Optimization exercise on an open flow, not production practice.
RTL: at most simulated, not proved equivalent.
Function not checked: run 1.
The clock port is an ideal driver here.
Power: default activity.

==> flow/design.v <==
module rrc_filter #(
	parameter WIDTH = 9
)(
	input logic clk,
	input logic rst,
	input logic signed [WIDTH-1:0] filter_in,
	output logic signed [WIDTH-1:0] filter_out
);
  logic [8:0] sr0, sr1, sr2, sr3, sr4, sr5, sr6, sr7, sr8, sr9, sr10, sr11, sr12, sr13, sr14, sr15, sr16, sr17, sr18, sr19, sr20, sr21, sr22, sr23, sr24, sr25, sr26, sr27;
  always_ff @(posedge clk or posedge rst) begin
    if (rst) begin
      sr0 <= 9'h000;
      sr1 <= 9'h000;
      sr2 <= 9'h000;
      sr3 <= 9'h000;
      sr4 <= 9'h000;
      sr5 <= 9'h000;
      sr6 <= 9'h000;
      sr7 <= 9'h000;
      sr8 <= 9'h000;
      sr9 <= 9'h000;
      sr10 <= 9'h000;
      sr11 <= 9'h000;
      sr12 <= 9'h000;
      sr13 <= 9'h000;
      sr14 <= 9'h000;
      sr15 <= 9'h000;
      sr16 <= 9'h000;
      sr17 <= 9'h000;
      sr18 <= 9'h000;
      sr19 <= 9'h000;
      sr20 <= 9'h000;
      sr21 <= 9'h000;
      sr22 <= 9'h000;
      sr23 <= 9'h000;
      sr24 <= 9'h000;
      sr25 <= 9'h000;
      sr26 <= 9'h000;
      sr27 <= 9'h000;
    end else begin
      sr0 <= filter_in;
      sr1 <= sr0;
      sr2 <= sr1;
      sr3 <= sr2;
      sr4 <= sr3;
      sr5 <= sr4;
      sr6 <= sr5;
      sr7 <= sr6;
      sr8 <= sr7;
      sr9 <= sr8;
      sr10 <= sr9;
      sr11 <= sr10;
      sr12 <= sr11;
      sr13 <= sr12;
      sr14 <= sr13;
      sr15 <= sr14;
      sr16 <= sr15;
      sr17 <= sr16;
      sr18 <= sr17;
      sr19 <= sr18;
      sr20 <= sr19;
      sr21 <= sr20;
      sr22 <= sr21;
      sr23 <= sr22;
      sr24 <= sr23;
      sr25 <= sr24;
      sr26 <= sr25;
      sr27 <= sr26;
    end
  end
  logic [9:0] t0;
  always_ff @(posedge clk or posedge rst) begin
    if (rst) t0 <= 10'd392;
    else t0 <= 10'd392 - {{1{filter_in[8]}}, filter_in};
  end
  logic [9:0] pv0;
  always_ff @(posedge clk or posedge rst) begin
    if (rst) pv0 <= 10'd0;
    else pv0 <= {sr11[8], sr11} + {sr13[8], sr13};
  end
  logic [28:0] cs3;
  logic [35:0] cs2;
  logic [34:0] cs1;
  wire n1 = ~sr26[0];
  wire s2, c3;
  rrc_fa u3 (.a(sr24[0]), .b(sr27[0]), .ci(n1), .s(s2), .co(c3));
  wire s4, c5;
  rrc_fa u5 (.a(sr16[0]), .b(sr18[0]), .ci(sr20[0]), .s(s4), .co(c5));
  wire s6, c7;
  rrc_fa u7 (.a(sr21[0]), .b(sr24[1]), .ci(sr27[1]), .s(s6), .co(c7));
  wire n8 = ~c3;
  wire s9, c10;
  rrc_fa u10 (.a(sr23[0]), .b(sr26[1]), .ci(n8), .s(s9), .co(c10));
  wire n11 = ~s6;
  wire s12, c13;
  rrc_fa u13 (.a(s4), .b(n11), .ci(s9), .s(s12), .co(c13));
  wire s14, c15;
  rrc_fa u15 (.a(sr15[0]), .b(sr16[1]), .ci(sr18[1]), .s(s14), .co(c15));
  wire s16, c17;
  rrc_fa u17 (.a(sr20[1]), .b(sr23[1]), .ci(sr26[2]), .s(s16), .co(c17));
  wire s18, c19;
  rrc_fa u19 (.a(sr21[1]), .b(sr24[2]), .ci(sr27[2]), .s(s18), .co(c19));
  wire n20 = ~c7;
  wire s21, c22;
  rrc_fa u22 (.a(c5), .b(n20), .ci(s14), .s(s21), .co(c22));
  wire n23 = ~s18;
  wire s24, c25;
  rrc_fa u25 (.a(s16), .b(n23), .ci(c10), .s(s24), .co(c25));
  wire s26, c27;
  rrc_fa u27 (.a(s21), .b(c13), .ci(s24), .s(s26), .co(c27));
  wire s28, c29;
  rrc_fa u29 (.a(sr15[1]), .b(sr16[0]), .ci(sr16[2]), .s(s28), .co(c29));
  wire s30, c31;
  rrc_fa u31 (.a(sr17[0]), .b(sr18[2]), .ci(sr20[2]), .s(s30), .co(c31));
  wire s32, c33;
  rrc_fa u33 (.a(sr18[0]), .b(sr21[2]), .ci(sr24[3]), .s(s32), .co(c33));
  wire n34 = ~sr27[3];
  wire s35, c36;
  rrc_fa u36 (.a(sr23[2]), .b(sr26[3]), .ci(n34), .s(s35), .co(c36));
  wire n37 = ~c19;
  wire s38, c39;
  rrc_fa u39 (.a(c15), .b(c17), .ci(n37), .s(s38), .co(c39));
  wire s40, c41;
  rrc_fa u41 (.a(s28), .b(s30), .ci(s35), .s(s40), .co(c41));
  wire n42 = ~s32;
  wire s43, c44;
  rrc_fa u44 (.a(n42), .b(c22), .ci(s38), .s(s43), .co(c44));
  wire s45, c46;
  rrc_fa u46 (.a(s40), .b(c25), .ci(s43), .s(s45), .co(c46));
  wire s47, c48;
  rrc_fa u48 (.a(sr15[2]), .b(sr16[1]), .ci(sr16[3]), .s(s47), .co(c48));
  wire s49, c50;
  rrc_fa u50 (.a(sr17[1]), .b(sr18[3]), .ci(sr20[3]), .s(s49), .co(c50));
  wire s51, c52;
  rrc_fa u52 (.a(sr18[1]), .b(sr21[3]), .ci(sr24[4]), .s(s51), .co(c52));
  wire n53 = ~sr27[4];
  wire s54, c55;
  rrc_fa u55 (.a(sr23[3]), .b(sr26[4]), .ci(n53), .s(s54), .co(c55));
  wire s56, c57;
  rrc_fa u57 (.a(c29), .b(c31), .ci(c36), .s(s56), .co(c57));
  wire s58, c59;
  rrc_fa u59 (.a(s47), .b(s49), .ci(s54), .s(s58), .co(c59));
  wire n60 = ~c39;
  wire s61, c62;
  rrc_fa u62 (.a(c33), .b(s51), .ci(n60), .s(s61), .co(c62));
  wire s63, c64;
  rrc_fa u64 (.a(c41), .b(s56), .ci(s58), .s(s63), .co(c64));
  wire n65 = ~s61;
  wire s66, c67;
  rrc_fa u67 (.a(c44), .b(n65), .ci(s63), .s(s66), .co(c67));
  wire s68, c69;
  rrc_fa u69 (.a(sr15[3]), .b(sr16[2]), .ci(sr16[4]), .s(s68), .co(c69));
  wire s70, c71;
  rrc_fa u71 (.a(sr17[2]), .b(sr18[4]), .ci(sr20[4]), .s(s70), .co(c71));
  wire s72, c73;
  rrc_fa u73 (.a(sr15[0]), .b(sr18[2]), .ci(sr21[4]), .s(s72), .co(c73));
  wire n74 = ~sr24[5];
  wire s75, c76;
  rrc_fa u76 (.a(sr23[4]), .b(sr26[5]), .ci(n74), .s(s75), .co(c76));
  wire s77, c78;
  rrc_fa u78 (.a(c48), .b(c50), .ci(c55), .s(s77), .co(c78));
  wire s79, c80;
  rrc_fa u80 (.a(sr27[5]), .b(c52), .ci(s72), .s(s79), .co(c80));
  wire s81, c82;
  rrc_fa u82 (.a(s68), .b(s70), .ci(s75), .s(s81), .co(c82));
  wire s83, c84;
  rrc_fa u84 (.a(c57), .b(c59), .ci(s77), .s(s83), .co(c84));
  wire n85 = ~s81;
  wire s86, c87;
  rrc_fa u87 (.a(s79), .b(n85), .ci(c62), .s(s86), .co(c87));
  wire n88 = ~s86;
  wire s89, c90;
  rrc_fa u90 (.a(c64), .b(s83), .ci(n88), .s(s89), .co(c90));
  wire s91, c92;
  rrc_fa u92 (.a(sr15[4]), .b(sr16[3]), .ci(sr16[5]), .s(s91), .co(c92));
  wire s93, c94;
  rrc_fa u94 (.a(sr17[3]), .b(sr18[5]), .ci(sr20[5]), .s(s93), .co(c94));
  wire s95, c96;
  rrc_fa u96 (.a(sr15[1]), .b(sr18[3]), .ci(sr21[5]), .s(s95), .co(c96));
  wire n97 = ~sr24[6];
  wire s98, c99;
  rrc_fa u99 (.a(sr23[5]), .b(sr26[6]), .ci(n97), .s(s98), .co(c99));
  wire s100, c101;
  rrc_fa u101 (.a(c69), .b(c71), .ci(c76), .s(s100), .co(c101));
  wire s102, c103;
  rrc_fa u103 (.a(sr27[6]), .b(c73), .ci(s95), .s(s102), .co(c103));
  wire s104, c105;
  rrc_fa u105 (.a(s91), .b(s93), .ci(s98), .s(s104), .co(c105));
  wire s106, c107;
  rrc_fa u107 (.a(c78), .b(c82), .ci(s100), .s(s106), .co(c107));
  wire n108 = ~s104;
  wire s109, c110;
  rrc_fa u110 (.a(c80), .b(s102), .ci(n108), .s(s109), .co(c110));
  wire n111 = ~s109;
  wire s112, c113;
  rrc_fa u113 (.a(c84), .b(s106), .ci(n111), .s(s112), .co(c113));
  wire s114, c115;
  rrc_fa u115 (.a(sr15[5]), .b(sr16[4]), .ci(sr16[6]), .s(s114), .co(c115));
  wire s116, c117;
  rrc_fa u117 (.a(sr17[4]), .b(sr18[6]), .ci(sr20[6]), .s(s116), .co(c117));
  wire s118, c119;
  rrc_fa u119 (.a(sr15[2]), .b(sr18[4]), .ci(sr21[6]), .s(s118), .co(c119));
  wire n120 = ~sr24[7];
  wire s121, c122;
  rrc_fa u122 (.a(sr23[6]), .b(sr26[7]), .ci(n120), .s(s121), .co(c122));
  wire s123, c124;
  rrc_fa u124 (.a(c92), .b(c94), .ci(c99), .s(s123), .co(c124));
  wire s125, c126;
  rrc_fa u126 (.a(sr27[7]), .b(c96), .ci(s118), .s(s125), .co(c126));
  wire s127, c128;
  rrc_fa u128 (.a(s114), .b(s116), .ci(s121), .s(s127), .co(c128));
  wire s129, c130;
  rrc_fa u130 (.a(c101), .b(c105), .ci(s123), .s(s129), .co(c130));
  wire n131 = ~s127;
  wire s132, c133;
  rrc_fa u133 (.a(c103), .b(s125), .ci(n131), .s(s132), .co(c133));
  wire n134 = ~c110;
  wire s135, c136;
  rrc_fa u136 (.a(c107), .b(s129), .ci(n134), .s(s135), .co(c136));
  wire s137, c138;
  rrc_fa u138 (.a(sr15[6]), .b(sr16[5]), .ci(sr16[7]), .s(s137), .co(c138));
  wire s139, c140;
  rrc_fa u140 (.a(sr17[5]), .b(sr18[7]), .ci(sr20[7]), .s(s139), .co(c140));
  wire s141, c142;
  rrc_fa u142 (.a(sr23[7]), .b(sr24[8]), .ci(sr27[8]), .s(s141), .co(c142));
  wire s143, c144;
  rrc_fa u144 (.a(sr15[3]), .b(sr18[5]), .ci(sr21[7]), .s(s143), .co(c144));
  wire s145, c146;
  rrc_fa u146 (.a(c115), .b(c117), .ci(c122), .s(s145), .co(c146));
  wire s147, c148;
  rrc_fa u148 (.a(sr26[8]), .b(c119), .ci(s143), .s(s147), .co(c148));
  wire s149, c150;
  rrc_fa u150 (.a(s137), .b(s139), .ci(s141), .s(s149), .co(c150));
  wire s151, c152;
  rrc_fa u152 (.a(c124), .b(c128), .ci(s145), .s(s151), .co(c152));
  wire n153 = ~s149;
  wire s154, c155;
  rrc_fa u155 (.a(c126), .b(s147), .ci(n153), .s(s154), .co(c155));
  wire n156 = ~c133;
  wire s157, c158;
  rrc_fa u158 (.a(c130), .b(s151), .ci(n156), .s(s157), .co(c158));
  wire s159, c160;
  rrc_fa u160 (.a(sr15[7]), .b(sr16[6]), .ci(sr17[6]), .s(s159), .co(c160));
  wire s161, c162;
  rrc_fa u162 (.a(sr15[4]), .b(sr16[8]), .ci(sr18[6]), .s(s161), .co(c162));
  wire s163, c164;
  rrc_fa u164 (.a(sr18[8]), .b(sr20[8]), .ci(sr23[8]), .s(s163), .co(c164));
  wire s165, c166;
  rrc_fa u166 (.a(sr21[8]), .b(c138), .ci(c140), .s(s165), .co(c166));
  wire n167 = ~c144;
  wire s168, c169;
  rrc_fa u169 (.a(c142), .b(n167), .ci(s159), .s(s168), .co(c169));
  wire n170 = ~c146;
  wire s171, c172;
  rrc_fa u172 (.a(s161), .b(s163), .ci(n170), .s(s171), .co(c172));
  wire n173 = ~c148;
  wire s174, c175;
  rrc_fa u175 (.a(c150), .b(s165), .ci(n173), .s(s174), .co(c175));
  wire n176 = ~s171;
  wire s177, c178;
  rrc_fa u178 (.a(s168), .b(c152), .ci(n176), .s(s177), .co(c178));
  wire n179 = ~c155;
  wire s180, c181;
  rrc_fa u181 (.a(s174), .b(n179), .ci(c158), .s(s180), .co(c181));
  wire s182, c183;
  rrc_fa u183 (.a(sr15[5]), .b(sr15[8]), .ci(sr18[7]), .s(s182), .co(c183));
  wire s184, c185;
  rrc_fa u185 (.a(sr16[7]), .b(sr17[7]), .ci(c160), .s(s184), .co(c185));
  wire s186, c187;
  rrc_fa u187 (.a(c162), .b(c164), .ci(s182), .s(s186), .co(c187));
  wire s188, c189;
  rrc_fa u189 (.a(c166), .b(c169), .ci(s184), .s(s188), .co(c189));
  wire n190 = ~c175;
  wire s191, c192;
  rrc_fa u192 (.a(s186), .b(c172), .ci(n190), .s(s191), .co(c192));
  wire n193 = ~s191;
  wire s194, c195;
  rrc_fa u195 (.a(s188), .b(c178), .ci(n193), .s(s194), .co(c195));
  wire s196, c197;
  rrc_fa u197 (.a(sr15[6]), .b(sr16[8]), .ci(sr17[8]), .s(s196), .co(c197));
  wire n198 = ~sr18[8];
  wire s199, c200;
  rrc_fa u200 (.a(n198), .b(c183), .ci(s196), .s(s199), .co(c200));
  wire n201 = ~c185;
  wire s202, c203;
  rrc_fa u203 (.a(n201), .b(c187), .ci(s199), .s(s202), .co(c203));
  wire n204 = ~c189;
  wire s205, c206;
  rrc_fa u206 (.a(n204), .b(s202), .ci(c192), .s(s205), .co(c206));
  wire s207, c208;
  rrc_fa u208 (.a(sr15[7]), .b(c197), .ci(c200), .s(s207), .co(c208));
  wire s209, c210;
  rrc_fa u210 (.a(cs3[1]), .b(sr11[0]), .ci(sr15[0]), .s(s209), .co(c210));
  wire s211, c212;
  rrc_fa u212 (.a(sr11[1]), .b(sr13[0]), .ci(sr15[1]), .s(s211), .co(c212));
  wire n213 = ~pv0[2];
  wire s214, c215;
  rrc_fa u215 (.a(n213), .b(cs3[2]), .ci(c210), .s(s214), .co(c215));
  wire s216, c217;
  rrc_fa u217 (.a(sr8[0]), .b(sr11[2]), .ci(sr13[1]), .s(s216), .co(c217));
  wire n218 = ~pv0[3];
  wire s219, c220;
  rrc_fa u220 (.a(sr15[2]), .b(n218), .ci(cs3[3]), .s(s219), .co(c220));
  wire s221, c222;
  rrc_fa u222 (.a(cs3[4]), .b(c212), .ci(s216), .s(s221), .co(c222));
  wire s223, c224;
  rrc_fa u224 (.a(s219), .b(c215), .ci(s221), .s(s223), .co(c224));
  wire s225, c226;
  rrc_fa u226 (.a(cs3[5]), .b(cs3[6]), .ci(sr8[1]), .s(s225), .co(c226));
  wire s227, c228;
  rrc_fa u228 (.a(sr11[3]), .b(sr13[2]), .ci(sr15[3]), .s(s227), .co(c228));
  wire s229, c230;
  rrc_fa u230 (.a(sr11[0]), .b(sr15[0]), .ci(pv0[0]), .s(s229), .co(c230));
  wire n231 = ~pv0[4];
  wire s232, c233;
  rrc_fa u233 (.a(n231), .b(c217), .ci(s225), .s(s232), .co(c233));
  wire n234 = ~s229;
  wire s235, c236;
  rrc_fa u236 (.a(s227), .b(c220), .ci(n234), .s(s235), .co(c236));
  wire s237, c238;
  rrc_fa u238 (.a(c222), .b(s232), .ci(s235), .s(s237), .co(c238));
  wire s239, c240;
  rrc_fa u240 (.a(sr8[2]), .b(sr11[4]), .ci(sr13[3]), .s(s239), .co(c240));
  wire s241, c242;
  rrc_fa u242 (.a(sr11[1]), .b(sr15[1]), .ci(pv0[1]), .s(s241), .co(c242));
  wire n243 = ~pv0[5];
  wire s244, c245;
  rrc_fa u245 (.a(sr15[4]), .b(n243), .ci(cs3[7]), .s(s244), .co(c245));
  wire s246, c247;
  rrc_fa u247 (.a(cs3[8]), .b(c226), .ci(c228), .s(s246), .co(c247));
  wire n248 = ~s239;
  wire s249, c250;
  rrc_fa u250 (.a(c230), .b(s241), .ci(n248), .s(s249), .co(c250));
  wire s251, c252;
  rrc_fa u252 (.a(s244), .b(c233), .ci(s246), .s(s251), .co(c252));
  wire n253 = ~s249;
  wire s254, c255;
  rrc_fa u255 (.a(c236), .b(n253), .ci(s251), .s(s254), .co(c255));
  wire s256, c257;
  rrc_fa u257 (.a(cs3[11]), .b(sr8[3]), .ci(sr11[5]), .s(s256), .co(c257));
  wire s258, c259;
  rrc_fa u259 (.a(sr13[0]), .b(sr13[4]), .ci(sr15[5]), .s(s258), .co(c259));
  wire s260, c261;
  rrc_fa u261 (.a(cs3[9]), .b(sr11[2]), .ci(sr15[2]), .s(s260), .co(c261));
  wire n262 = ~cs3[10];
  wire s263, c264;
  rrc_fa u264 (.a(pv0[2]), .b(pv0[6]), .ci(n262), .s(s263), .co(c264));
  wire n265 = ~c242;
  wire s266, c267;
  rrc_fa u267 (.a(c240), .b(n265), .ci(s256), .s(s266), .co(c267));
  wire n268 = ~s260;
  wire s269, c270;
  rrc_fa u270 (.a(s258), .b(c245), .ci(n268), .s(s269), .co(c270));
  wire n271 = ~c247;
  wire s272, c273;
  rrc_fa u273 (.a(s263), .b(n271), .ci(c250), .s(s272), .co(c273));
  wire s274, c275;
  rrc_fa u275 (.a(s266), .b(s269), .ci(c252), .s(s274), .co(c275));
  wire n276 = ~s272;
  wire s277, c278;
  rrc_fa u278 (.a(n276), .b(c255), .ci(s274), .s(s277), .co(c278));
  wire s279, c280;
  rrc_fa u280 (.a(cs3[13]), .b(sr8[4]), .ci(sr11[6]), .s(s279), .co(c280));
  wire s281, c282;
  rrc_fa u282 (.a(sr13[0]), .b(sr13[1]), .ci(sr13[5]), .s(s281), .co(c282));
  wire s283, c284;
  rrc_fa u284 (.a(cs3[12]), .b(sr11[3]), .ci(sr15[3]), .s(s283), .co(c284));
  wire n285 = ~pv0[3];
  wire s286, c287;
  rrc_fa u287 (.a(sr15[6]), .b(pv0[0]), .ci(n285), .s(s286), .co(c287));
  wire n288 = ~pv0[7];
  wire s289, c290;
  rrc_fa u290 (.a(n288), .b(cs3[14]), .ci(c257), .s(s289), .co(c290));
  wire n291 = ~c261;
  wire s292, c293;
  rrc_fa u293 (.a(c259), .b(n291), .ci(s279), .s(s292), .co(c293));
  wire n294 = ~s283;
  wire s295, c296;
  rrc_fa u296 (.a(s281), .b(s286), .ci(n294), .s(s295), .co(c296));
  wire n297 = ~c264;
  wire s298, c299;
  rrc_fa u299 (.a(n297), .b(c267), .ci(s289), .s(s298), .co(c299));
  wire s300, c301;
  rrc_fa u301 (.a(c270), .b(s292), .ci(s295), .s(s300), .co(c301));
  wire n302 = ~c273;
  wire s303, c304;
  rrc_fa u304 (.a(n302), .b(s298), .ci(s300), .s(s303), .co(c304));
  wire s305, c306;
  rrc_fa u306 (.a(cs3[16]), .b(sr8[5]), .ci(sr11[7]), .s(s305), .co(c306));
  wire s307, c308;
  rrc_fa u308 (.a(sr13[1]), .b(sr13[2]), .ci(sr13[6]), .s(s307), .co(c308));
  wire s309, c310;
  rrc_fa u310 (.a(sr11[4]), .b(sr15[4]), .ci(pv0[4]), .s(s309), .co(c310));
  wire n311 = ~pv0[8];
  wire s312, c313;
  rrc_fa u313 (.a(sr15[7]), .b(pv0[1]), .ci(n311), .s(s312), .co(c313));
  wire n314 = ~cs3[15];
  wire s315, c316;
  rrc_fa u316 (.a(cs3[17]), .b(n314), .ci(c280), .s(s315), .co(c316));
  wire n317 = ~c284;
  wire s318, c319;
  rrc_fa u319 (.a(c282), .b(c287), .ci(n317), .s(s318), .co(c319));
  wire s320, c321;
  rrc_fa u321 (.a(s305), .b(s307), .ci(s312), .s(s320), .co(c321));
  wire n322 = ~s309;
  wire s323, c324;
  rrc_fa u324 (.a(n322), .b(c290), .ci(c293), .s(s323), .co(c324));
  wire s325, c326;
  rrc_fa u326 (.a(s315), .b(c296), .ci(s318), .s(s325), .co(c326));
  wire s327, c328;
  rrc_fa u328 (.a(s320), .b(c299), .ci(s323), .s(s327), .co(c328));
  wire s329, c330;
  rrc_fa u330 (.a(c301), .b(s325), .ci(s327), .s(s329), .co(c330));
  wire s331, c332;
  rrc_fa u332 (.a(cs3[19]), .b(sr8[6]), .ci(sr13[2]), .s(s331), .co(c332));
  wire s333, c334;
  rrc_fa u334 (.a(sr13[3]), .b(sr13[7]), .ci(pv0[2]), .s(s333), .co(c334));
  wire s335, c336;
  rrc_fa u336 (.a(sr11[5]), .b(sr11[8]), .ci(sr15[5]), .s(s335), .co(c336));
  wire n337 = ~pv0[9];
  wire s338, c339;
  rrc_fa u339 (.a(sr15[8]), .b(pv0[5]), .ci(n337), .s(s338), .co(c339));
  wire s340, c341;
  rrc_fa u341 (.a(cs3[18]), .b(c306), .ci(c308), .s(s340), .co(c341));
  wire n342 = ~c310;
  wire s343, c344;
  rrc_fa u344 (.a(c313), .b(n342), .ci(s331), .s(s343), .co(c344));
  wire n345 = ~s333;
  wire s346, c347;
  rrc_fa u347 (.a(s335), .b(s338), .ci(n345), .s(s346), .co(c347));
  wire s348, c349;
  rrc_fa u349 (.a(c316), .b(c319), .ci(c321), .s(s348), .co(c349));
  wire n350 = ~s346;
  wire s351, c352;
  rrc_fa u352 (.a(s340), .b(s343), .ci(n350), .s(s351), .co(c352));
  wire s353, c354;
  rrc_fa u354 (.a(c324), .b(c326), .ci(s348), .s(s353), .co(c354));
  wire s355, c356;
  rrc_fa u356 (.a(s351), .b(c328), .ci(s353), .s(s355), .co(c356));
  wire s357, c358;
  rrc_fa u358 (.a(cs3[21]), .b(sr8[7]), .ci(sr13[3]), .s(s357), .co(c358));
  wire s359, c360;
  rrc_fa u360 (.a(sr11[6]), .b(sr13[8]), .ci(sr15[6]), .s(s359), .co(c360));
  wire n361 = ~pv0[6];
  wire s362, c363;
  rrc_fa u363 (.a(sr13[4]), .b(pv0[3]), .ci(n361), .s(s362), .co(c363));
  wire s364, c365;
  rrc_fa u365 (.a(cs3[20]), .b(c332), .ci(c334), .s(s364), .co(c365));
  wire s366, c367;
  rrc_fa u367 (.a(c336), .b(c339), .ci(s359), .s(s366), .co(c367));
  wire s368, c369;
  rrc_fa u369 (.a(s357), .b(s362), .ci(c341), .s(s368), .co(c369));
  wire n370 = ~c347;
  wire s371, c372;
  rrc_fa u372 (.a(c344), .b(s364), .ci(n370), .s(s371), .co(c372));
  wire n373 = ~s366;
  wire s374, c375;
  rrc_fa u375 (.a(n373), .b(c349), .ci(s368), .s(s374), .co(c375));
  wire s376, c377;
  rrc_fa u377 (.a(c352), .b(s371), .ci(c354), .s(s376), .co(c377));
  wire s378, c379;
  rrc_fa u379 (.a(cs3[22]), .b(sr13[4]), .ci(sr13[5]), .s(s378), .co(c379));
  wire s380, c381;
  rrc_fa u381 (.a(sr8[8]), .b(sr11[7]), .ci(sr15[7]), .s(s380), .co(c381));
  wire n382 = ~pv0[4];
  wire s383, c384;
  rrc_fa u384 (.a(pv0[7]), .b(n382), .ci(cs3[23]), .s(s383), .co(c384));
  wire n385 = ~c360;
  wire s386, c387;
  rrc_fa u387 (.a(c358), .b(c363), .ci(n385), .s(s386), .co(c387));
  wire n388 = ~s378;
  wire s389, c390;
  rrc_fa u390 (.a(s380), .b(n388), .ci(s383), .s(s389), .co(c390));
  wire n391 = ~c367;
  wire s392, c393;
  rrc_fa u393 (.a(c365), .b(n391), .ci(s386), .s(s392), .co(c393));
  wire n394 = ~s389;
  wire s395, c396;
  rrc_fa u396 (.a(c369), .b(n394), .ci(c372), .s(s395), .co(c396));
  wire s397, c398;
  rrc_fa u398 (.a(s392), .b(c375), .ci(s395), .s(s397), .co(c398));
  wire s399, c400;
  rrc_fa u400 (.a(sr11[8]), .b(sr13[5]), .ci(sr13[6]), .s(s399), .co(c400));
  wire s401, c402;
  rrc_fa u402 (.a(cs3[25]), .b(cs3[26]), .ci(pv0[8]), .s(s401), .co(c402));
  wire n403 = ~cs3[24];
  wire s404, c405;
  rrc_fa u405 (.a(sr15[8]), .b(pv0[5]), .ci(n403), .s(s404), .co(c405));
  wire n406 = ~c381;
  wire s407, c408;
  rrc_fa u408 (.a(c379), .b(n406), .ci(s399), .s(s407), .co(c408));
  wire n409 = ~s404;
  wire s410, c411;
  rrc_fa u411 (.a(s401), .b(c384), .ci(n409), .s(s410), .co(c411));
  wire n412 = ~c390;
  wire s413, c414;
  rrc_fa u414 (.a(c387), .b(s407), .ci(n412), .s(s413), .co(c414));
  wire n415 = ~s410;
  wire s416, c417;
  rrc_fa u417 (.a(n415), .b(c393), .ci(s413), .s(s416), .co(c417));
  wire s418, c419;
  rrc_fa u419 (.a(cs3[27]), .b(sr13[6]), .ci(sr13[7]), .s(s418), .co(c419));
  wire n420 = ~cs3[28];
  wire s421, c422;
  rrc_fa u422 (.a(pv0[6]), .b(pv0[9]), .ci(n420), .s(s421), .co(c422));
  wire n423 = ~c402;
  wire s424, c425;
  rrc_fa u425 (.a(c400), .b(n423), .ci(s418), .s(s424), .co(c425));
  wire s426, c427;
  rrc_fa u427 (.a(s421), .b(c405), .ci(c408), .s(s426), .co(c427));
  wire n428 = ~c411;
  wire s429, c430;
  rrc_fa u430 (.a(s424), .b(n428), .ci(s426), .s(s429), .co(c430));
  wire n431 = ~sr13[8];
  wire s432, c433;
  rrc_fa u433 (.a(sr13[7]), .b(pv0[7]), .ci(n431), .s(s432), .co(c433));
  wire s434, c435;
  rrc_fa u435 (.a(c419), .b(c422), .ci(s432), .s(s434), .co(c435));
  wire s436, c437;
  rrc_fa u437 (.a(c425), .b(s434), .ci(c427), .s(s436), .co(c437));
  wire n438 = ~sr13[8];
  wire s439, c440;
  rrc_fa u440 (.a(pv0[8]), .b(n438), .ci(c433), .s(s439), .co(c440));
  wire s441, c442;
  rrc_fa u442 (.a(c435), .b(s439), .ci(c437), .s(s441), .co(c442));
  wire s443, c444;
  rrc_fa u444 (.a(cs2[0]), .b(cs2[1]), .ci(sr2[0]), .s(s443), .co(c444));
  wire s445, c446;
  rrc_fa u446 (.a(cs2[3]), .b(sr0[1]), .ci(sr3[0]), .s(s445), .co(c446));
  wire s447, c448;
  rrc_fa u448 (.a(sr6[0]), .b(sr8[0]), .ci(sr10[0]), .s(s447), .co(c448));
  wire s449, c450;
  rrc_fa u450 (.a(cs2[2]), .b(sr2[1]), .ci(sr5[0]), .s(s449), .co(c450));
  wire n451 = ~c444;
  wire s452, c453;
  rrc_fa u453 (.a(n451), .b(s445), .ci(s447), .s(s452), .co(c453));
  wire s454, c455;
  rrc_fa u455 (.a(cs2[4]), .b(sr0[2]), .ci(sr3[1]), .s(s454), .co(c455));
  wire s456, c457;
  rrc_fa u457 (.a(sr6[1]), .b(sr8[1]), .ci(sr10[1]), .s(s456), .co(c457));
  wire n458 = ~sr11[0];
  wire s459, c460;
  rrc_fa u460 (.a(sr2[2]), .b(sr5[1]), .ci(n458), .s(s459), .co(c460));
  wire s461, c462;
  rrc_fa u462 (.a(cs2[5]), .b(c446), .ci(c448), .s(s461), .co(c462));
  wire n463 = ~c450;
  wire s464, c465;
  rrc_fa u465 (.a(n463), .b(s454), .ci(s456), .s(s464), .co(c465));
  wire n466 = ~s459;
  wire s467, c468;
  rrc_fa u468 (.a(n466), .b(c453), .ci(s461), .s(s467), .co(c468));
  wire s469, c470;
  rrc_fa u470 (.a(sr0[3]), .b(sr3[2]), .ci(sr6[2]), .s(s469), .co(c470));
  wire s471, c472;
  rrc_fa u472 (.a(sr8[2]), .b(sr10[0]), .ci(sr10[2]), .s(s471), .co(c472));
  wire s473, c474;
  rrc_fa u474 (.a(sr2[3]), .b(sr5[2]), .ci(sr8[0]), .s(s473), .co(c474));
  wire s475, c476;
  rrc_fa u476 (.a(sr11[1]), .b(cs2[6]), .ci(c455), .s(s475), .co(c476));
  wire n477 = ~c460;
  wire s478, c479;
  rrc_fa u479 (.a(c457), .b(n477), .ci(s469), .s(s478), .co(c479));
  wire n480 = ~s473;
  wire s481, c482;
  rrc_fa u482 (.a(s471), .b(n480), .ci(c462), .s(s481), .co(c482));
  wire s483, c484;
  rrc_fa u484 (.a(s475), .b(c465), .ci(s478), .s(s483), .co(c484));
  wire s485, c486;
  rrc_fa u486 (.a(s481), .b(c468), .ci(s483), .s(s485), .co(c486));
  wire s487, c488;
  rrc_fa u488 (.a(cs2[7]), .b(cs2[8]), .ci(sr0[4]), .s(s487), .co(c488));
  wire s489, c490;
  rrc_fa u490 (.a(sr3[3]), .b(sr6[3]), .ci(sr8[3]), .s(s489), .co(c490));
  wire s491, c492;
  rrc_fa u492 (.a(sr10[1]), .b(sr10[3]), .ci(sr11[2]), .s(s491), .co(c492));
  wire s493, c494;
  rrc_fa u494 (.a(sr2[4]), .b(sr5[3]), .ci(sr8[1]), .s(s493), .co(c494));
  wire n495 = ~c474;
  wire s496, c497;
  rrc_fa u497 (.a(c470), .b(c472), .ci(n495), .s(s496), .co(c497));
  wire s498, c499;
  rrc_fa u499 (.a(s487), .b(s489), .ci(s491), .s(s498), .co(c499));
  wire n500 = ~s493;
  wire s501, c502;
  rrc_fa u502 (.a(n500), .b(c476), .ci(c479), .s(s501), .co(c502));
  wire s503, c504;
  rrc_fa u504 (.a(s496), .b(s498), .ci(c482), .s(s503), .co(c504));
  wire s505, c506;
  rrc_fa u506 (.a(c484), .b(s501), .ci(s503), .s(s505), .co(c506));
  wire s507, c508;
  rrc_fa u508 (.a(sr0[5]), .b(sr3[4]), .ci(sr6[4]), .s(s507), .co(c508));
  wire s509, c510;
  rrc_fa u510 (.a(sr8[4]), .b(sr10[2]), .ci(sr10[4]), .s(s509), .co(c510));
  wire s511, c512;
  rrc_fa u512 (.a(sr2[5]), .b(sr5[4]), .ci(sr8[2]), .s(s511), .co(c512));
  wire n513 = ~sr11[0];
  wire s514, c515;
  rrc_fa u515 (.a(sr11[3]), .b(n513), .ci(cs2[9]), .s(s514), .co(c515));
  wire s516, c517;
  rrc_fa u517 (.a(cs2[10]), .b(c488), .ci(c490), .s(s516), .co(c517));
  wire n518 = ~c494;
  wire s519, c520;
  rrc_fa u520 (.a(c492), .b(n518), .ci(s507), .s(s519), .co(c520));
  wire n521 = ~s511;
  wire s522, c523;
  rrc_fa u523 (.a(s509), .b(n521), .ci(s514), .s(s522), .co(c523));
  wire s524, c525;
  rrc_fa u525 (.a(c497), .b(c499), .ci(s516), .s(s524), .co(c525));
  wire s526, c527;
  rrc_fa u527 (.a(s519), .b(s522), .ci(c502), .s(s526), .co(c527));
  wire s528, c529;
  rrc_fa u529 (.a(s524), .b(c504), .ci(s526), .s(s528), .co(c529));
  wire s530, c531;
  rrc_fa u531 (.a(sr0[6]), .b(sr3[5]), .ci(sr6[5]), .s(s530), .co(c531));
  wire s532, c533;
  rrc_fa u533 (.a(sr8[5]), .b(sr10[3]), .ci(sr10[5]), .s(s532), .co(c533));
  wire s534, c535;
  rrc_fa u535 (.a(sr2[6]), .b(sr5[5]), .ci(sr8[3]), .s(s534), .co(c535));
  wire n536 = ~sr11[1];
  wire s537, c538;
  rrc_fa u538 (.a(sr11[4]), .b(n536), .ci(cs2[11]), .s(s537), .co(c538));
  wire n539 = ~c512;
  wire s540, c541;
  rrc_fa u541 (.a(c508), .b(c510), .ci(n539), .s(s540), .co(c541));
  wire s542, c543;
  rrc_fa u543 (.a(s530), .b(s532), .ci(c515), .s(s542), .co(c543));
  wire n544 = ~s534;
  wire s545, c546;
  rrc_fa u546 (.a(n544), .b(s537), .ci(c517), .s(s545), .co(c546));
  wire s547, c548;
  rrc_fa u548 (.a(c520), .b(s540), .ci(c523), .s(s547), .co(c548));
  wire s549, c550;
  rrc_fa u550 (.a(s542), .b(s545), .ci(c525), .s(s549), .co(c550));
  wire s551, c552;
  rrc_fa u552 (.a(s547), .b(c527), .ci(s549), .s(s551), .co(c552));
  wire s553, c554;
  rrc_fa u554 (.a(cs2[14]), .b(sr0[7]), .ci(sr3[6]), .s(s553), .co(c554));
  wire s555, c556;
  rrc_fa u556 (.a(sr6[6]), .b(sr8[6]), .ci(sr10[4]), .s(s555), .co(c556));
  wire s557, c558;
  rrc_fa u558 (.a(sr2[7]), .b(sr5[6]), .ci(sr8[4]), .s(s557), .co(c558));
  wire n559 = ~sr11[2];
  wire s560, c561;
  rrc_fa u561 (.a(sr10[6]), .b(sr11[5]), .ci(n559), .s(s560), .co(c561));
  wire s562, c563;
  rrc_fa u563 (.a(cs2[12]), .b(cs2[13]), .ci(c531), .s(s562), .co(c563));
  wire n564 = ~c535;
  wire s565, c566;
  rrc_fa u566 (.a(c533), .b(n564), .ci(s553), .s(s565), .co(c566));
  wire s567, c568;
  rrc_fa u568 (.a(s555), .b(c538), .ci(s560), .s(s567), .co(c568));
  wire n569 = ~s557;
  wire s570, c571;
  rrc_fa u571 (.a(n569), .b(c541), .ci(s562), .s(s570), .co(c571));
  wire s572, c573;
  rrc_fa u573 (.a(c543), .b(s565), .ci(s567), .s(s572), .co(c573));
  wire s574, c575;
  rrc_fa u575 (.a(c546), .b(s570), .ci(c548), .s(s574), .co(c575));
  wire s576, c577;
  rrc_fa u577 (.a(s572), .b(c550), .ci(s574), .s(s576), .co(c577));
  wire s578, c579;
  rrc_fa u579 (.a(cs2[15]), .b(cs2[16]), .ci(sr2[8]), .s(s578), .co(c579));
  wire s580, c581;
  rrc_fa u581 (.a(sr3[7]), .b(sr6[7]), .ci(sr8[7]), .s(s580), .co(c581));
  wire s582, c583;
  rrc_fa u583 (.a(sr10[5]), .b(sr10[7]), .ci(sr11[6]), .s(s582), .co(c583));
  wire s584, c585;
  rrc_fa u585 (.a(sr0[8]), .b(sr5[7]), .ci(sr8[5]), .s(s584), .co(c585));
  wire s586, c587;
  rrc_fa u587 (.a(c554), .b(c556), .ci(c561), .s(s586), .co(c587));
  wire s588, c589;
  rrc_fa u589 (.a(sr11[3]), .b(c558), .ci(s584), .s(s588), .co(c589));
  wire s590, c591;
  rrc_fa u591 (.a(s578), .b(s580), .ci(s582), .s(s590), .co(c591));
  wire s592, c593;
  rrc_fa u593 (.a(c563), .b(c566), .ci(s586), .s(s592), .co(c593));
  wire n594 = ~s588;
  wire s595, c596;
  rrc_fa u596 (.a(c568), .b(s590), .ci(n594), .s(s595), .co(c596));
  wire s597, c598;
  rrc_fa u598 (.a(c571), .b(s592), .ci(c573), .s(s597), .co(c598));
  wire s599, c600;
  rrc_fa u600 (.a(s595), .b(c575), .ci(s597), .s(s599), .co(c600));
  wire s601, c602;
  rrc_fa u602 (.a(cs2[18]), .b(sr5[8]), .ci(sr10[6]), .s(s601), .co(c602));
  wire s603, c604;
  rrc_fa u604 (.a(sr3[8]), .b(sr6[8]), .ci(sr8[6]), .s(s603), .co(c604));
  wire s605, c606;
  rrc_fa u606 (.a(sr8[8]), .b(sr10[8]), .ci(sr11[4]), .s(s605), .co(c606));
  wire s607, c608;
  rrc_fa u608 (.a(sr11[7]), .b(cs2[17]), .ci(c579), .s(s607), .co(c608));
  wire n609 = ~c585;
  wire s610, c611;
  rrc_fa u611 (.a(c581), .b(c583), .ci(n609), .s(s610), .co(c611));
  wire n612 = ~s601;
  wire s613, c614;
  rrc_fa u614 (.a(s603), .b(s605), .ci(n612), .s(s613), .co(c614));
  wire s615, c616;
  rrc_fa u616 (.a(c587), .b(s607), .ci(c591), .s(s615), .co(c616));
  wire n617 = ~s610;
  wire s618, c619;
  rrc_fa u619 (.a(c589), .b(n617), .ci(s613), .s(s618), .co(c619));
  wire s620, c621;
  rrc_fa u621 (.a(c593), .b(s615), .ci(c596), .s(s620), .co(c621));
  wire n622 = ~s618;
  wire s623, c624;
  rrc_fa u624 (.a(n622), .b(c598), .ci(s620), .s(s623), .co(c624));
  wire s625, c626;
  rrc_fa u626 (.a(sr8[7]), .b(sr11[5]), .ci(sr11[8]), .s(s625), .co(c626));
  wire s627, c628;
  rrc_fa u628 (.a(cs2[19]), .b(sr10[7]), .ci(cs2[20]), .s(s627), .co(c628));
  wire n629 = ~c604;
  wire s630, c631;
  rrc_fa u631 (.a(cs2[21]), .b(c602), .ci(n629), .s(s630), .co(c631));
  wire n632 = ~s627;
  wire s633, c634;
  rrc_fa u634 (.a(c606), .b(s625), .ci(n632), .s(s633), .co(c634));
  wire s635, c636;
  rrc_fa u636 (.a(c608), .b(c611), .ci(s630), .s(s635), .co(c636));
  wire n637 = ~c616;
  wire s638, c639;
  rrc_fa u639 (.a(c614), .b(s633), .ci(n637), .s(s638), .co(c639));
  wire n640 = ~c619;
  wire s641, c642;
  rrc_fa u642 (.a(s635), .b(n640), .ci(c621), .s(s641), .co(c642));
  wire s643, c644;
  rrc_fa u644 (.a(cs2[22]), .b(cs2[23]), .ci(sr8[8]), .s(s643), .co(c644));
  wire s645, c646;
  rrc_fa u646 (.a(sr10[8]), .b(sr11[6]), .ci(c626), .s(s645), .co(c646));
  wire s647, c648;
  rrc_fa u648 (.a(s643), .b(c628), .ci(c631), .s(s647), .co(c648));
  wire n649 = ~c636;
  wire s650, c651;
  rrc_fa u651 (.a(s645), .b(c634), .ci(n649), .s(s650), .co(c651));
  wire n652 = ~s647;
  wire s653, c654;
  rrc_fa u654 (.a(n652), .b(c639), .ci(s650), .s(s653), .co(c654));
  wire n655 = ~sr11[7];
  wire s656, c657;
  rrc_fa u657 (.a(cs2[24]), .b(n655), .ci(cs2[25]), .s(s656), .co(c657));
  wire s658, c659;
  rrc_fa u659 (.a(cs2[26]), .b(c644), .ci(s656), .s(s658), .co(c659));
  wire n660 = ~c646;
  wire s661, c662;
  rrc_fa u662 (.a(n660), .b(s658), .ci(c648), .s(s661), .co(c662));
  wire s663, c664;
  rrc_fa u664 (.a(cs2[27]), .b(sr11[8]), .ci(cs2[28]), .s(s663), .co(c664));
  wire s665, c666;
  rrc_fa u666 (.a(cs2[29]), .b(c657), .ci(s663), .s(s665), .co(c666));
  wire s667, c668;
  rrc_fa u668 (.a(c659), .b(s665), .ci(c662), .s(s667), .co(c668));
  wire s669, c670;
  rrc_fa u670 (.a(cs2[30]), .b(cs2[31]), .ci(c664), .s(s669), .co(c670));
  wire n671 = ~cs2[33];
  wire s672, c673;
  rrc_fa u673 (.a(cs2[34]), .b(cs2[35]), .ci(n671), .s(s672), .co(c673));
  wire n674 = ~cs1[1];
  wire n675 = ~cs1[2];
  wire n676 = ~cs1[19];
  wire n677 = ~cs1[23];
  wire n678 = ~cs1[25];
  wire n679 = ~cs1[26];
  wire n680 = ~cs1[20];
  wire n681 = ~cs1[28];
  wire s682, c683;
  rrc_ha u683 (.a(cs1[0]), .b(t0[0]), .s(s682), .co(c683));
  wire s684, c685;
  rrc_fa u685 (.a(t0[1]), .b(n675), .ci(cs1[3]), .s(s684), .co(c685));
  wire s686, c687;
  rrc_fa u687 (.a(cs1[5]), .b(t0[2]), .ci(cs1[4]), .s(s686), .co(c687));
  wire s688, c689;
  rrc_ha u689 (.a(cs1[6]), .b(t0[3]), .s(s688), .co(c689));
  wire s690, c691;
  rrc_fa u691 (.a(cs1[8]), .b(t0[4]), .ci(cs1[7]), .s(s690), .co(c691));
  wire s692, c693;
  rrc_fa u693 (.a(t0[5]), .b(cs1[9]), .ci(cs1[10]), .s(s692), .co(c693));
  wire s694, c695;
  rrc_fa u695 (.a(cs1[11]), .b(cs1[12]), .ci(t0[6]), .s(s694), .co(c695));
  wire s696, c697;
  rrc_fa u697 (.a(cs1[13]), .b(cs1[14]), .ci(t0[7]), .s(s696), .co(c697));
  wire s698, c699;
  rrc_fa u699 (.a(cs1[15]), .b(cs1[16]), .ci(t0[8]), .s(s698), .co(c699));
  wire s700, c701;
  rrc_fa u701 (.a(cs1[18]), .b(t0[9]), .ci(cs1[17]), .s(s700), .co(c701));
  wire s702, c703;
  rrc_fa u703 (.a(cs1[21]), .b(n676), .ci(n680), .s(s702), .co(c703));
  wire s704, c705;
  rrc_fa u705 (.a(cs1[20]), .b(cs1[22]), .ci(n677), .s(s704), .co(c705));
  wire s706, c707;
  rrc_fa u707 (.a(cs1[24]), .b(n678), .ci(n679), .s(s706), .co(c707));
  wire n708 = ~cs1[27];
  wire s709, c710;
  rrc_fa u710 (.a(cs1[29]), .b(cs1[30]), .ci(n681), .s(s709), .co(c710));
  wire s711, c712;
  rrc_fa u712 (.a(cs1[31]), .b(cs1[32]), .ci(cs1[28]), .s(s711), .co(c712));
  wire n713 = ~cs1[33];
  always_ff @(posedge clk or posedge rst) begin
    if (rst) cs3 <= 29'b00001100101101100010110011101;
    else cs3 <= {c208, sr15[8], c206, s207, c203, s205, c195, s194, c181, s180, s177, s157, c136, s154, s135, c113, s132, c90, s112, c87, s89, c67, s66, c46, s45, c27, s26, s12, s2};
  end
  always_ff @(posedge clk or posedge rst) begin
    if (rst) cs2 <= 36'b000111101000111001111100000110000001;
    else cs2 <= {c442, c440, pv0[9], s441, s436, c430, c417, s429, c414, c398, s416, c396, s397, c377, s376, c356, s374, s355, c330, s329, c304, c278, s303, c275, s277, s254, c238, s237, c224, s223, s214, s211, s209, pv0[1], pv0[0], cs3[0]};
  end
  always_ff @(posedge clk or posedge rst) begin
    if (rst) cs1 <= 35'b01110011101010001111000101010011010;
    else cs1 <= {c673, s672, c670, cs2[32], c668, s669, c666, s667, c654, c651, s661, s653, c642, s641, c624, s638, s623, c600, s599, c577, s576, c552, s551, c529, s528, c506, s505, c486, s485, s467, s464, s452, s449, s443, sr0[0]};
  end
  wire [18:0] fa_ = {1'b1, cs1[34], n713, s711, s709, n708, s706, s704, s702, s700, s698, s696, s694, s692, s690, s688, s686, s684, n674};
  wire [18:0] fb_ = {1'b0, cs1[33], c712, c710, cs1[27], c707, c705, c703, c701, c699, c697, c695, c693, c691, c689, c687, c685, c683, s682};
  wire [18:0] sum_ = fa_ + fb_;
  wire ovf_ = (sum_[18] != sum_[16]) || (sum_[17] != sum_[16]);
  wire [8:0] y_ = ovf_ ? (sum_[18] ? 9'h100 : 9'h0ff) : sum_[16:8];
  always_ff @(posedge clk or posedge rst) begin
    if (rst) filter_out <= 9'd0;
    else filter_out <= y_;
  end
endmodule
module rrc_fa (input logic a, input logic b, input logic ci, output logic s, output logic co);
  assign s = a ^ b ^ ci;
  assign co = (a & b) | (a & ci) | (b & ci);
endmodule
module rrc_carry8 (input logic [7:0] a, input logic [7:0] b, output logic co);
  wire [8:0] t = {1'b0, a} + {1'b0, b};
  assign co = t[8];
endmodule
module rrc_hsat (input logic [10:0] a, input logic [10:0] b, input logic ci, output logic [8:0] y);
  wire [11:0] t2 = {a, ci} + {b, ci};
  wire [10:0] t = t2[11:1];
  wire ovf = (t[10] != t[8]) || (t[9] != t[8]);
  assign y = ovf ? (t[10] ? 9'h100 : 9'h0ff) : t[8:0];
endmodule
module rrc_fa1 (input logic a, input logic b, output logic s, output logic co);
  assign s = ~(a ^ b);
  assign co = a | b;
endmodule
module rrc_ha (input logic a, input logic b, output logic s, output logic co);
  assign s = a ^ b;
  assign co = a & b;
endmodule
==> flow/flow/run.sh <==
#!/bin/bash
# Own layout flow: the standard ORFS flow (standard.sh, unchanged synthesis), with
#  - timing repair aimed below the design's period (SETUP_SLACK_MARGIN; the SDC is unchanged),
#  - port buffers of a normal buffer cell rather than the smallest one,
#  - after CTS, the clock port drives the tree's second level directly (flow/flatten_clock_root.tcl).
# Each step's full log is kept by ORFS under orfs/logs/; make's own output goes to flow.log.
set -uo pipefail
here=$(pwd)
bash standard.sh SETUP_SLACK_MARGIN=7.45 "BUFFER_PORTS_ARGS=-buffer_cell sky130_fd_sc_hd__buf_2" \
  "POST_CTS_TCL=$here/flow/flatten_clock_root.tcl" finish > flow.log 2>&1
==> flow/flow/flatten_clock_root.tcl <==
set block [ord::get_db_block]
set clknet [$block findNet clk]
set roots {}
foreach it [$clknet getITerms] {
  if {[$it isInputSignal]} { lappend roots [$it getInst] }
}
puts "flatten_clock_root: clock port feeds [llength $roots] cell(s)"
if {[llength $roots] == 1} {
  set root [lindex $roots 0]
  set master [[$root getMaster] getName]
  set out {}
  foreach it [$root getITerms] {
    if {[$it isOutputSignal]} { set out [$it getNet] }
  }
  set loads {}
  foreach it [$out getITerms] {
    if {[$it isInputSignal]} { lappend loads $it }
  }
  puts "flatten_clock_root: root [$root getName] ($master) drives [llength $loads] cell(s)"
  if {[llength $loads] <= 4 && [llength $loads] > 0} {
    foreach it $loads {
      set inst [$it getInst]
      set pin [$it getMTerm]
      set pname "[$inst getName]/[$pin getName]"
      disconnect_pin [$out getName] $pname
      connect_pin clk $pname
    }
    set rname [$root getName]
    set oname [$out getName]
    delete_instance $rname
    delete_net $oname
    puts "flatten_clock_root: removed $rname"
    estimate_parasitics -placement
    report_clock_latency
  }
}
==> flow/standard.sh <==
#!/bin/bash
# synth_recipe.tcl (not shown) runs the flow's synth.tcl, then flattens the netlist and writes it again
# the make line also repeats each setting of config.mk as NAME=value (left out here)
make -C /OpenROAD-flow-scripts/flow DESIGN_CONFIG=/design/flow/config.mk WORK_HOME=/design/flow/orfs CLKGATE_MAP_FILE= SYNTH_SCRIPT=/design/flow/synth_recipe.tcl "${@:-finish}"
==> flow/config.mk <==
export PLATFORM = sky130hd
export DESIGN_NAME = rrc_filter
export DESIGN_NICKNAME = rrc_filter
export VERILOG_FILES = /design/flow/design.v
export SDC_FILE = /design/flow/constraint.sdc
export NUM_CORES = 4
export LEC_CHECK = 0
export ABC_CLOCK_PERIOD_IN_PS = 800
export CAP_MARGIN = 20
export CORE_MARGIN = 2
export CORE_UTILIZATION = 70
export CTS_BUF_LIST = sky130_fd_sc_hd__clkbuf_16
export CTS_CLUSTER_DIAMETER = 80
export CTS_CLUSTER_SIZE = 30
export PLACE_DENSITY = 0.75
export SLEW_MARGIN = 20
export SYNTH_HIERARCHICAL = 1
==> flow/constraint.sdc <==
create_clock -name core_clock -period 10.5 [get_ports {clk}]
set_input_delay 2.1000 -clock core_clock [delete_from_list [all_inputs] [get_ports {clk}]]
set_output_delay 2.1000 -clock core_clock [all_outputs]
set_load 0.01 [all_outputs]
==> results of run 1 <==
metrics by stage:
stage          total power, uW  cells  instance area, um2  setup WS [ns]
5_1_grt                   6230   1348               18500           7.39
2_1_floorplan             4220    958               17200           3.36
6_report                  5690   1348               18500           7.48
3_3_place_gp              4850   1305               17800           6.17
3_5_place_dp              4990   1305               17800           6.06
report_power, final:
| group | total, uW | internal (uW) | switching (uW) |
|---|---|---|---|
| clock network | 700 | 283 | 417 |
| logic | 2940 | 1340 | 1600 |
| registers | 2050 | 1870 | 180 |
| total | 5690 | 3490 | 2200 |
cells in the final DEF (no fill, tap or decap), types with 16 or more instances in the layout:
cell	count
dfrtp_1	309
fa_1	293
inv_1	134
dfstp_2	51
ha_1	28
a21oi_1	23
buf_2	19
dfrtp_2	18
clkbuf_16	16
buf_4	16
layer usage:
metal	vias up	track usage [%]	share of wire [%]
li1	3046	-	-
met1	4089	36.4	43
met2	119	40.1	53
met3	38	2.27	2.7
met4	0	4.99	1.9
met5	-	0	0
registers in the layout, indices dropped and copies added (netlist names), 10 cells and up:
signal / cells
cs3: 29
pv0: 10
cs1: 34
cs2: 36
how the worst min path moves through the flow:
stage | endpoint | slack (ns) | cells past startpoint
final | sr13[4]$_DFF_PP0_ | 0.35 | 0
after detailed placement | sr13[4]$_DFF_PP0_ | 0.33 | 0
after global routing | sr20[3]$_DFF_PP0_ | 0.36 | 0
after floorplan | sr10[0]$_DFF_PP0_ | 0.33 | 0
after global placement | sr13[0]$_DFF_PP0_ | 0.33 | 0
logic make-up (layout without fill, tap and decap cells):
group | Yosys count | after routing | synth area share [%]
flops | 378 | 378 | 55.2
fa+ha+maj | 326 | 326 | 36.6
buf+inv | 129 | 195 | 2.83
compound gates | 66 | 66 | 2.79
simple gates | 36 | 36 | 1.32
xor+xnor | 23 | 23 | 1.21
final cells by class:
cell class / instances / area (um2)
well taps: 324 / 405
clock inverters: 10 / 45.0
repair buffers: 40 / 308
clock buffers: 16 / 400
repair inverters: 1 / 5.00
fillers: 1343 / 5780
multi-input cells: 451 / 7270
flip-flops and latches: 378 / 9550
inverters: 128 / 484
modules after synthesis, one instance, submodules excluded:
module      copies in the design  flops+latches  cells  area, um2
rrc_fa                       296              0      1       20.0
rrc_filter                     1            378    660      11300
rrc_ha                         2              0      1       12.5
critical path, stage by stage (launching register included):
cell and delay, ns:
dfstp_2 0.56, fa_1 0.40, ha_1 0.36, and2_1 0.21, a31o_2 0.30, nor3b_4 0.32, o221a_4 0.25, xnor2_1 0.10
o21ai_2 0.28, a21oi_1 0.12
==> impl_metrics.csv, run 1 <==
group,metric,value,unit
synth,synth_top_area_share,47.5,%
worst_hold_path,hold_path.class,"flip-flop to flip-flop",
synth,yosys.cell_types.count,51,
detailed_routing,vias,7292,
global_routing,antenna_found_initial,0,
synth,synthCells,958,
detailed_routing,drt_wl_total,28.4,mm
layout,syn2layout_area_growth,7.14,%
sta,rsz0062_at_grt,"false",
synth,synth_common_cells,"dfrtp_1, fa_1, inv_1, dfstp_2, ha_1",
global_routing,grt_pass1_wl,46.7,mm
synth,syn_nets,1295,
worst_setup_path,timing.rr.start,"cs1[11]$_DFF_PP1_",
global_routing,grt_max_degree,90,
synth,synth_warnings,7,
layout,drive_above_1_share,15.1,%
placed_design,port_buffers,19,
layout,n_antenna_cell,0,
clock_tree,clk_pin_slew,0.11,ns
floorplanning,dieWidth,161,um
worst_setup_path,startpoint_type,"flip-flop",
floorplanning,die_h,161,um
sta,finalHoldViolations,0,
power_and_ir_drop,ir_worst_vdd,0.000287,V
synth,avgSynthCellArea,18.0,um2
sta,maxSlewViolCount,0,
run_status,status,"no timing/DRC/antenna violations",
floorplanning,die_area,25900,um2
placed_design,hpwl,21.8,mm
placed_design,place.gp.congestion,0.886,
sta,fin_crit,3.02,ns
detailed_routing,drt.antenna.violating_nets,0,
power_and_ir_drop,leakage,0.00819,uW
worst_setup_path,r2r_end,"filter_out[2]$_DFF_PP0_",
detailed_routing,viasPerCell,5.41,
synth,yosysTopAreaCell,"dfrtp_1",
synth,async_reset_ff_share,100,%
worst_setup_path,cp.arrival,3.27,ns
sta,fmax,331,MHz
sta,finalCritPeriodShare,28.7,%
floorplanning,start_util,71.1,%
sta,setup_viol,0,
power_and_ir_drop,p_per_area,308,nW/um2
synth,synthesis.area,17200,um2
worst_hold_path,worstHoldStart,"sr12[4]$_DFF_PP0_",
worst_setup_path,cp_max_fo,6,
synth,synth_most_common_cell,"dfrtp_1",
sta,skew,0.00911,ns
floorplanning,core_region_area,24200,um2
detailed_routing,dr.pass1.iters,5,
synth,ys_seq_area_share,55.2,%
sta,relSlewSlack,51.8,%
synth,synth_edf_count,0,
floorplanning,io-pin-count,20,
synth,synthTopCellsByArea,"dfrtp_1, fa_1, dfstp_2",
synth,ys.flop_type,"dfrtp_1",
worst_setup_path,cp.required,10.76,ns
global_routing,grtUsageTotal,24.0,%
detailed_routing,route.detailed.drc,0,
worst_setup_path,r2r_setup_slack,7.48,ns
detailed_routing,drt-initial-drc-count,456,
sta,fin_setup_tns,0,ns
worst_setup_path,endpoint,"filter_out[2]$_DFF_PP0_",
global_routing,grt_overflow_total,0,
worst_setup_path,r2r_cells,9,
global_routing,grt_pass1_vias,8661,
job,max_cap_violations,0,
detailed_routing,wl_per_cell,21.0,um
worst_setup_path,cp-startpoint,"cs1[11]$_DFF_PP1_",
layout,finalNetCount,1352,
synth,ys_seq_elements,378,
sta,tightestPinTransition,0.724,ns
sta,hold_ws,0.354,ns
clock_tree,clock_latency,0.38,ns
clock_tree,clock_sinks,378,
clock_tree,cts_tree,"built",
floorplanning,rows,57,
worst_setup_path,worstSetupEndpointType,"flip-flop",
layout,fin_util,76.2,%
worst_setup_path,worstSetupPathType,"flip-flop to flip-flop",
==> inputs of run 2 (changes only) <==
--- a/flow/design.v
+++ b/flow/design.v
@@ -71,6 +71,6 @@
   logic [9:0] t0;
   always_ff @(posedge clk or posedge rst) begin
-    if (rst) t0 <= 10'd392;
-    else t0 <= 10'd392 - {{1{filter_in[8]}}, filter_in};
+    if (rst) t0 <= 10'd904;
+    else t0 <= 10'd904 - {{1{filter_in[8]}}, filter_in};
   end
   logic [9:0] pv0;
@@ -757,42 +757,43 @@
   wire n674 = ~cs1[1];
   wire n675 = ~cs1[2];
-  wire n676 = ~cs1[19];
-  wire n677 = ~cs1[23];
-  wire n678 = ~cs1[25];
-  wire n679 = ~cs1[26];
-  wire n680 = ~cs1[20];
-  wire n681 = ~cs1[28];
-  wire s682, c683;
-  rrc_ha u683 (.a(cs1[0]), .b(t0[0]), .s(s682), .co(c683));
-  wire s684, c685;
-  rrc_fa u685 (.a(t0[1]), .b(n675), .ci(cs1[3]), .s(s684), .co(c685));
-  wire s686, c687;
-  rrc_fa u687 (.a(cs1[5]), .b(t0[2]), .ci(cs1[4]), .s(s686), .co(c687));
-  wire s688, c689;
-  rrc_ha u689 (.a(cs1[6]), .b(t0[3]), .s(s688), .co(c689));
-  wire s690, c691;
-  rrc_fa u691 (.a(cs1[8]), .b(t0[4]), .ci(cs1[7]), .s(s690), .co(c691));
-  wire s692, c693;
-  rrc_fa u693 (.a(t0[5]), .b(cs1[9]), .ci(cs1[10]), .s(s692), .co(c693));
-  wire s694, c695;
-  rrc_fa u695 (.a(cs1[11]), .b(cs1[12]), .ci(t0[6]), .s(s694), .co(c695));
-  wire s696, c697;
-  rrc_fa u697 (.a(cs1[13]), .b(cs1[14]), .ci(t0[7]), .s(s696), .co(c697));
-  wire s698, c699;
-  rrc_fa u699 (.a(cs1[15]), .b(cs1[16]), .ci(t0[8]), .s(s698), .co(c699));
-  wire s700, c701;
-  rrc_fa u701 (.a(cs1[18]), .b(t0[9]), .ci(cs1[17]), .s(s700), .co(c701));
-  wire s702, c703;
-  rrc_fa u703 (.a(cs1[21]), .b(n676), .ci(n680), .s(s702), .co(c703));
-  wire s704, c705;
-  rrc_fa u705 (.a(cs1[20]), .b(cs1[22]), .ci(n677), .s(s704), .co(c705));
-  wire s706, c707;
-  rrc_fa u707 (.a(cs1[24]), .b(n678), .ci(n679), .s(s706), .co(c707));
-  wire n708 = ~cs1[27];
-  wire s709, c710;
-  rrc_fa u710 (.a(cs1[29]), .b(cs1[30]), .ci(n681), .s(s709), .co(c710));
-  wire s711, c712;
-  rrc_fa u712 (.a(cs1[31]), .b(cs1[32]), .ci(cs1[28]), .s(s711), .co(c712));
-  wire n713 = ~cs1[33];
+  wire n676 = ~t0[9];
+  wire n677 = ~cs1[19];
+  wire n678 = ~cs1[23];
+  wire n679 = ~cs1[25];
+  wire n680 = ~cs1[26];
+  wire n681 = ~cs1[20];
+  wire n682 = ~cs1[28];
+  wire s683, c684;
+  rrc_ha u684 (.a(cs1[0]), .b(t0[0]), .s(s683), .co(c684));
+  wire s685, c686;
+  rrc_fa u686 (.a(t0[1]), .b(n675), .ci(cs1[3]), .s(s685), .co(c686));
+  wire s687, c688;
+  rrc_fa u688 (.a(cs1[5]), .b(t0[2]), .ci(cs1[4]), .s(s687), .co(c688));
+  wire s689, c690;
+  rrc_ha u690 (.a(cs1[6]), .b(t0[3]), .s(s689), .co(c690));
+  wire s691, c692;
+  rrc_fa u692 (.a(cs1[8]), .b(t0[4]), .ci(cs1[7]), .s(s691), .co(c692));
+  wire s693, c694;
+  rrc_fa u694 (.a(t0[5]), .b(cs1[9]), .ci(cs1[10]), .s(s693), .co(c694));
+  wire s695, c696;
+  rrc_fa u696 (.a(cs1[11]), .b(cs1[12]), .ci(t0[6]), .s(s695), .co(c696));
+  wire s697, c698;
+  rrc_fa u698 (.a(cs1[13]), .b(cs1[14]), .ci(t0[7]), .s(s697), .co(c698));
+  wire s699, c700;
+  rrc_fa u700 (.a(cs1[15]), .b(cs1[16]), .ci(t0[8]), .s(s699), .co(c700));
+  wire s701, c702;
+  rrc_fa u702 (.a(cs1[18]), .b(cs1[17]), .ci(n676), .s(s701), .co(c702));
+  wire s703, c704;
+  rrc_fa u704 (.a(cs1[21]), .b(n677), .ci(n681), .s(s703), .co(c704));
+  wire s705, c706;
+  rrc_fa u706 (.a(cs1[20]), .b(cs1[22]), .ci(n678), .s(s705), .co(c706));
+  wire s707, c708;
+  rrc_fa u708 (.a(cs1[24]), .b(n679), .ci(n680), .s(s707), .co(c708));
+  wire n709 = ~cs1[27];
+  wire s710, c711;
+  rrc_fa u711 (.a(cs1[29]), .b(cs1[30]), .ci(n682), .s(s710), .co(c711));
+  wire s712, c713;
+  rrc_fa u713 (.a(cs1[31]), .b(cs1[32]), .ci(cs1[28]), .s(s712), .co(c713));
+  wire n714 = ~cs1[33];
   always_ff @(posedge clk or posedge rst) begin
     if (rst) cs3 <= 29'b00001100101101100010110011101;
@@ -807,6 +808,6 @@
     else cs1 <= {c673, s672, c670, cs2[32], c668, s669, c666, s667, c654, c651, s661, s653, c642, s641, c624, s638, s623, c600, s599, c577, s576, c552, s551, c529, s528, c506, s505, c486, s485, s467, s464, s452, s449, s443, sr0[0]};
   end
-  wire [18:0] fa_ = {1'b1, cs1[34], n713, s711, s709, n708, s706, s704, s702, s700, s698, s696, s694, s692, s690, s688, s686, s684, n674};
-  wire [18:0] fb_ = {1'b0, cs1[33], c712, c710, cs1[27], c707, c705, c703, c701, c699, c697, c695, c693, c691, c689, c687, c685, c683, s682};
+  wire [18:0] fa_ = {1'b1, cs1[34], n714, s712, s710, n709, s707, s705, s703, s701, s699, s697, s695, s693, s691, s689, s687, s685, n674};
+  wire [18:0] fb_ = {1'b0, cs1[33], c713, c711, cs1[27], c708, c706, c704, c702, c700, c698, c696, c694, c692, c690, c688, c686, c684, s683};
   wire [18:0] sum_ = fa_ + fb_;
   wire ovf_ = (sum_[18] != sum_[16]) || (sum_[17] != sum_[16]);
--- a/flow/flow/run.sh
+++ b/flow/flow/run.sh
@@ -7,4 +7,4 @@
 set -uo pipefail
 here=$(pwd)
-bash standard.sh SETUP_SLACK_MARGIN=7.45 "BUFFER_PORTS_ARGS=-buffer_cell sky130_fd_sc_hd__buf_2" \
+bash standard.sh SETUP_SLACK_MARGIN=7.58 "BUFFER_PORTS_ARGS=-buffer_cell sky130_fd_sc_hd__buf_2" \
   "POST_CTS_TCL=$here/flow/flatten_clock_root.tcl" finish > flow.log 2>&1
==> run 2 against run 1 <==
Critical path type is now flip-flop to output pin. Cell area is 3.2% higher. Critical endpoint is now filter_out[6]. Cell count is 2.2% higher. Sequential share of layout area is 1.5 points lower. Clock skew is 0.0074 ns higher. Global-route usage is 1.6 points higher. Still clean. Clock-buffer cell count is 1 higher.
==> impl_metrics.csv, run 2 <==
group,metric,value,unit
run_status,status,"no timing/DRC/antenna violations",
detailed_routing,viasPerCell,5.44,
worst_hold_path,hold_path.class,"flip-flop to flip-flop",
worst_setup_path,r2r_setup_slack,7.56,ns
layout,n_antenna_cell,0,
floorplanning,io-pin-count,20,
worst_setup_path,max_stage_delay,0.38,ns
synth,synthTopCellsByArea,"dfrtp_1, fa_1, dfstp_2",
layout,layout_common_cells,"dfrtp_1, fa_1, inv_1, fa_2, dfstp_2",
layout,regMostFlops,"cs2",
synth,ys_seq_area_share,55.0,%
synth,synth_most_common_cell,"dfrtp_1",
global_routing,antenna_found_initial,0,
global_routing,grt_pass1_vias,8926,
clock_tree,cts_tree,"built",
worst_setup_path,critPathSlowestCell,"dfrtp_1",
placed_design,place.gp.congestion,0.885,
worst_setup_path,worstSetupEndpointType,"output pin",
layout,reg_top3,"cs2 x36, cs1 x34, cs3 x29",
sta,relSlewSlack,54.3,%
sta,fin_crit,2.99,ns
clock_tree,clk_pin_slew,0.11,ns
detailed_routing,vias,7501,
sta,hold_ws,0.342,ns
layout,drive_above_1_share,25.2,%
sta,maxSlewViolCount,0,
synth,avgSynthCellArea,17.9,um2
placed_design,hpwl,21.9,mm
detailed_routing,wl_per_cell,22.4,um
sta,rsz0062_at_grt,"true",
detailed_routing,drt_wl_total,30.9,mm
global_routing,grt_pass1_wl,49.6,mm
worst_setup_path,cp_max_fo,1,
floorplanning,rows,57,
sta,finalHoldViolations,0,
sta,fmax,335,MHz
floorplanning,core_region_area,24300,um2
synth,synth_top_family_by_area,"adder cells",
clock_tree,clock_sinks,378,
floorplanning,die_h,161,um
synth,ys.flop_type,"dfrtp_1",
synth,synth_compound_area_share,3.41,%
synth,yosysTopAreaCell,"dfrtp_1",
synth,synth_common_cells,"dfrtp_1, fa_1, inv_1, dfstp_2, ha_1",
global_routing,grt_overflow_total,0,
power_and_ir_drop,ir_worst_vdd,0.000341,V
synth,muxShareOfSynthArea,0,%
worst_setup_path,cp.required,8.40,ns
worst_setup_path,path_buf_inv,1,
global_routing,grtUsageTotal,25.6,%
detailed_routing,drt-initial-drc-count,437,
synth,async_reset_ff_share,100,%
layout,num-fill-cells,1285,
clock_tree,clock_latency,0.39,ns
floorplanning,die_area,26000,um2
synth,synth_edf_count,0,
floorplanning,dieWidth,161,um
job,max_cap_violations,0,
synth,synthesis.area,17300,um2
synth,synth-xor-area-share,1.22,%
global_routing,grt_max_degree,87,
layout,syn2layout_area_growth,9.94,%
worst_setup_path,cp_top_family,"flip-flops",
synth,ys_seq_elements,378,
layout,finalNetCount,1381,
layout,final_common_cell,"dfrtp_1",
synth,synth_top_area_share,47.1,%
synth,synth_warnings,7,
placed_design,port_buffers,19,
layout,multi_input_area,7560,um2
detailed_routing,dr.pass1.iters,4,
==> run 2: changes by cell type in the layout (fill, tap and decap cells not counted), moves of 3 or more <==
cell,change
inv_1,-3
fa_2,+50
buf_4,+16
fa_1,-50
dfrtp_2,+19
ha_1,-6
a21o_2,-3
dfrtp_1,-20
nor3_2,+3
ha_2,+4
o21ai_0,+3
==> run 2: final cells by class <==
class	instances	share of cell area [%]
tap	324	2.13
clock inverter	11	0.387
timing repair inverter	2	0.0657
multi-input combinational	459	39.7
sequential	378	50.2
timing repair buffer	59	2.73
inverter	128	2.57
clock buffer	17	2.23
==> run 2: stage by stage <==
stage                     std cells  power (uW)  setup slack (ns)  instance area [um2]  utilization [%]
after floorplan                 968        4370              3.36                17300                -
after global routing           1378        6700              7.45                19100             78.3
final                          1378        6150              7.51                19100             78.3
after global placement         1311        5000              5.82                17900             73.4
after detailed placement       1311        5170              5.74                17900             73.4
==> run 2: kinds of logic (layout without fill, tap and decap cells) <==
kind of cell / Yosys count / in the layout
compound gates: 75 / 75
xor+xnor: 22 / 22
fa+ha+maj: 326 / 326
buf+inv: 131 / 217
flops: 378 / 378
simple gates: 36 / 36
==> run 2: modules after synthesis (local to each module, per instance) <==
module      flip-flops and latches  area [um2]
rrc_filter                     378       11400
rrc_fa                           0        20.0
rrc_ha                           0        12.5
==> run 2: report_power, final <==
part	switching [uW]	leakage (uW)	internal [uW]
registers	182	0.00431	1870
clock network	441	0.000262	308
logic	1830	0.00369	1520
total	2450	0.00826	3700
==> run 2: final timing paths <==
kind / startpoint / end / depth (start not counted)
max in group asynchronous: rst / cs1[7]$_DFF_PP1_ / 4
min in group asynchronous: rst / sr17[7]$_DFF_PP0_ / 2
max reg2reg: cs1[16]$_DFF_PP1_ / filter_out[7]$_DFF_PP0_ / 9
min reg2reg: sr9[5]$_DFF_PP0_ / sr10[5]$_DFF_PP0_ / 0
max: filter_out[6]$_DFF_PP0_ / filter_out[6] / 1
min: sr9[5]$_DFF_PP0_ / sr10[5]$_DFF_PP0_ / 0
==> run 2: per-layer routing <==
| layer | up-vias | share of wire, % | GRT usage [%] |
|---|---|---|---|
| li1 | 3121 | - | - |
| met1 | 4194 | 42 | 38.5 |
| met2 | 142 | 53 | 43.0 |
| met3 | 44 | 3.0 | 2.31 |
| met4 | 0 | 2.3 | 5.32 |
| met5 | - | 0 | 0 |
